Source: an optimization exercise on an open RTL-to-GDS flow (aim: small area). Production flows keep margins and buffers that such runs may drop. Only simulation tests tie the RTL to the original design; equivalence was not proved. No activity file was given, so power comes from the tool's default toggle rates.

==> inputs of 11-20 <==
// ALU_sync
module ALU_sync (
  input  wire        clk,
  input  wire [15:0] A, B,
  input  wire [3:0]  ALU_FUN,
  output reg  [15:0] ALU_OUT,
  output reg         Carry_flag,
  output reg         Arith_flag,
  output reg         Logic_flag,
  output reg         CMP_flag,
  output reg         Shift_flag
);
==> flow/config.mk <==
export PLATFORM = sky130hd
export DESIGN_NAME = ALU_sync
export DESIGN_NICKNAME = ALU_sync
export VERILOG_FILES = /design/flow/design.v
export SDC_FILE = /design/flow/constraint.sdc
export NUM_CORES = 4
export LEC_CHECK = 0
export ABC_AREA = 1
export CAP_MARGIN = 20
export CORE_MARGIN = 2
export CORE_UTILIZATION = 40
export CTS_BUF_LIST = sky130_fd_sc_hd__clkbuf_8
export PLACE_DENSITY = 0.75
export SLEW_MARGIN = 20
==> flow/constraint.sdc <==
create_clock -name core_clock -period 35.0 [get_ports {clk}]
set_input_delay 7.0000 -clock core_clock [delete_from_list [all_inputs] [get_ports {clk}]]
set_output_delay 7.0000 -clock core_clock [all_outputs]
set_load 0.01 [all_outputs]
standard.sh (not shown) runs the stock make flow with config.mk's settings and CLKGATE_MAP_FILE= SYNTH_SCRIPT=/design/flow/synth_recipe.tcl, a recipe that flattens the netlist after the stock synthesis.
==> flow/flow/run.sh <==
#!/bin/bash
# The standard layout, with the input and output port buffers made from
# the platform's smallest plain buffer instead of the resizer's default pick.
set -euo pipefail
export BUFFER_PORTS_ARGS="-buffer_cell sky130_fd_sc_hd__buf_1"
bash standard.sh "BUFFER_PORTS_ARGS=-buffer_cell sky130_fd_sc_hd__buf_1" finish > standard.log 2>&1
==> 04-21 (differences from 11-20) <==
--- a/flow/design.v
+++ b/flow/design.v
@@ -35,40 +35,23 @@
   assign bz[10] = ~|B[15:6];
   assign bz[11] = ~|B[15:5];
   assign bz[12] = ~|B[15:4];
   assign bz[13] = ~|B[15:3];
   assign bz[14] = ~|B[15:2];
   assign bz[15] = ~|B[15:1];
   wire bnz = |B;
-  wire [0:0] x15, y15, s15;
-  wire c15, q15;
-  assign x15 = A[15] & fresh_en;
-  assign y15 = op_mul ? (A[0:0] & {1{B[15]}}) : ~B[0:0];
-  wire [1:0] k15;
-  assign k15[0] = ~op_mul;
-  assign s15[0] = x15[0] ^ y15[0] ^ k15[0];
-  assign k15[1] = (x15[0] & y15[0]) | (k15[0] & (x15[0] ^ y15[0]));
-  assign c15 = k15[1];
-  assign q15 = c15 & bz[15];
-  wire sel15 = op_mul | (op_div & q15);
-  wire [0:0] o15 = sel15 ? s15 : x15;
-  wire [1:0] x14, y14, s14;
-  wire c14, q14;
-  assign x14 = {o15, A[14] & fresh_en};
-  assign y14 = op_mul ? (A[1:0] & {2{B[14]}}) : ~B[1:0];
-  wire [2:0] k14;
-  assign k14[0] = ~op_mul;
-  assign s14[0] = x14[0] ^ y14[0] ^ k14[0];
-  assign k14[1] = (x14[0] & y14[0]) | (k14[0] & (x14[0] ^ y14[0]));
-  assign s14[1] = x14[1] ^ y14[1] ^ k14[1];
-  assign k14[2] = (x14[1] & y14[1]) | (k14[1] & (x14[1] ^ y14[1]));
-  assign c14 = k14[2];
-  assign q14 = c14 & bz[14];
-  wire sel14 = op_mul | (op_div & q14);
-  wire [1:0] o14 = sel14 ? s14 : x14;
+  wire [1:0] ta = A[15:14];
+  wire [1:0] tb = B[1:0];
+  wire tdiv = bz[14] & (tb != 2'd0);
+  wire [1:0] tq = tdiv ? ta / tb : 2'd0;
+  wire [1:0] tr = tdiv ? ta % tb : ta;
+  wire [1:0] tm = A[1:0] * B[15:14];
+  wire [1:0] o14 = op_mul ? tm : (op_div ? tr : ta);
+  wire q15 = tq[1];
+  wire q14 = tq[0];
   wire [2:0] x13, y13, s13;
   wire c13, q13;
   assign x13 = {o14, A[13] & fresh_en};
   assign y13 = op_mul ? (A[2:0] & {3{B[13]}}) : ~B[2:0];
   wire [2:0] p13 = x13 ^ y13;
   wire [2:0] g13;
   assign g13[0] = (x13[0] & y13[0]) | (~op_mul & p13[0]);
@@ -665,26 +648,27 @@
   assign s0[13] = p0[13] ^ G0_28;
   assign s0[14] = p0[14] ^ G0_29;
   assign s0[15] = p0[15] ^ G0_30;
   assign c0 = G0_31;
   assign q0 = c0 & bz[0];
   wire [15:0] quo = {q15, q14, q13, q12, q11, q10, q9, q8, q7, q6, q5, q4, q3, q2, q1, q0};
   wire c0_out = c0;
-  wire eq = ~|s0;
+  wire eq = &p0;
   wire lt = ~c0;
   wire gt = c0 & ~eq;
+  wire [15:0] la = g0, lx = p0, lo = p0 | g0;
   reg [15:0] logic_out;
   always @(*) begin
     case (ALU_FUN)
-      4'b0100: logic_out = A & B;
-      4'b0101: logic_out = A | B;
-      4'b0110: logic_out = ~(A & B);
-      4'b0111: logic_out = ~(A | B);
-      4'b1000: logic_out = A ^ B;
-      4'b1001: logic_out = ~(A ^ B);
+      4'b0100: logic_out = la;
+      4'b0101: logic_out = lo;
+      4'b0110: logic_out = ~la;
+      4'b0111: logic_out = ~lo;
+      4'b1000: logic_out = lx;
+      4'b1001: logic_out = ~lx;
       default: logic_out = 16'b0;
     endcase
   end
   wire arith0 = op_add | op_sub | op_mul;
   wire [15:0] res = ({16{arith0}} & s0)
                   | ({16{op_div & bnz}} & quo)
                   | logic_out
==> flow/flow/run.sh (replaced) <==
#!/bin/bash
# The standard layout with two changes:
# - ABC's area script maps for area only (flow/abc_area.script);
# - the port buffers are the platform's smallest plain buffer.
# ORFS reads its scripts from a copy in this folder that differs from the
# installed one only in abc_area.script.
set -euo pipefail
here=$(pwd)
rm -rf "$here/orfs_scripts"
cp -r "$FLOW_HOME/scripts" "$here/orfs_scripts"
cp "$here/flow/abc_area.script" "$here/orfs_scripts/abc_area.script"
export BUFFER_PORTS_ARGS="-buffer_cell sky130_fd_sc_hd__buf_1"
bash standard.sh "SCRIPTS_DIR=$here/orfs_scripts" \
  "BUFFER_PORTS_ARGS=-buffer_cell sky130_fd_sc_hd__buf_1" finish > standard.log 2>&1
==> flow/flow/abc_area.script (new file) <==
strash
dch
map -a
topo
stime -c
buffer -c
upsize -c
dnsize -c
==> flow/config.mk (replaced) <==
export PLATFORM = sky130hd
export DESIGN_NAME = ALU_sync
export DESIGN_NICKNAME = ALU_sync
export VERILOG_FILES = /design/flow/design.v
export SDC_FILE = /design/flow/constraint.sdc
export NUM_CORES = 4
export LEC_CHECK = 0
export ABC_AREA = 1
export CAP_MARGIN = 20
export CORE_MARGIN = 2
export CORE_UTILIZATION = 40
export SETUP_SLACK_MARGIN = -0.8
export SLEW_MARGIN = 20
==> summary.txt <==
- In 11-20 the cell count is larger than in 04-21, by 5.3%.
- In 04-21 the die area is smaller than in 11-20, by 4.7%.
- Between 04-21 and 11-20, the lower synthesized cell count is in 04-21 (gap about 3.5%, measured against 11-20).
- Against 11-20, the area after synthesis of 04-21 is smaller by about 5%.
- Sequential share of layout area: 04-21 is higher than 11-20 (0.30 points).
- Clock-buffer cell count is the same in 11-20 and 04-21.
- Of 04-21 and 11-20, 04-21 has the higher clock power (gap 29%, measured against 11-20).
- Of 11-20 and 04-21, 11-20 has the higher routed wire length (gap 3.1%, measured against 04-21).
- Of 04-21 and 11-20, 11-20 has the higher setup slack (gap 0.071 ns).
- Between 04-21 and 11-20, the lower design area is in 04-21 (gap about 7.5%, measured against 11-20).
==> figures <==
| item | 11-20 | 04-21 |
|---|---|---|
| Result of the run | finished clean | finished clean |
| XOR/XNOR Fraction of Synth Area | 5.27% | 6.15% |
| Maximum vdd ir drop | 0.0000185 V | 0.0000271 V |
| Number of signal-net inverters in the final layout | 212 | 240 |
| Peak fanout along the critical path | 8 | 26 |
| GR Util met3 | 4.87% | 3.56% |
| Power Clock | 19.4 µW | 25.0 µW |
| Synthesized netlist cell count | 1576 | 1521 |
| Antenna violations before repair | 2 | 0 |
| Critical path buffers and inverters | 21 | 15 |
| Leading cell type in the layout, fill and taps excluded | sky130_fd_sc_hd__nand2_1 | sky130_fd_sc_hd__nor2_1 |
| Total via count in the routed design | 11900 | 10800 |
| Mux cell area share after synthesis | 0.498% | 0.306% |
| Logic gate share of total power | 85.5% | 83.8% |
| Via count of the first global-routing pass | 10700 | 10100 |
| Post-placement cell count | 1934 | 1866 |
| Clock-pin slew of the registers on the worst-case setup and hold paths | 0.09 ns | 0.06 ns |
| Maximum clock frequency | 0.0301 GHz | 0.0300 GHz |
| Floorplan core area | 0.0253 mm² | 0.0242 mm² |
| Fraction of layout cells with a size suffix above 1 | 12.9% | 10.1% |
| Endpoint required time on the critical path | 35.15 ns | 35.11 ns |

## port drivers added, routing unchanged
No port has a modelled driver above. Below, the same layouts with a new extraction and two added sets of constraints. Step 1 sets driving cells, clkbuf_16 on the clock port and buf_2 on the other inputs (assumed; they add their load-dependent delay and slew). Step 2 also shifts input and output timing later by t, the mid clock arrival at the registers, as if the neighbouring blocks saw the same clock. Three values: ideal ports, drivers, drivers and shift; two values: the first two.
run	shift t [ns]	setup WS [ns]	pins driven straight from the clock port
11-20	0.316	1.778 / 1.787 / 1.471	1
04-21	0.291	1.708 / 1.718 / 1.427	1
After both steps setup and hold are still met in every run listed. The setup slack of 11-20, which loses most, moves by +0.009 ns with the drivers and by -0.307 ns with both steps.
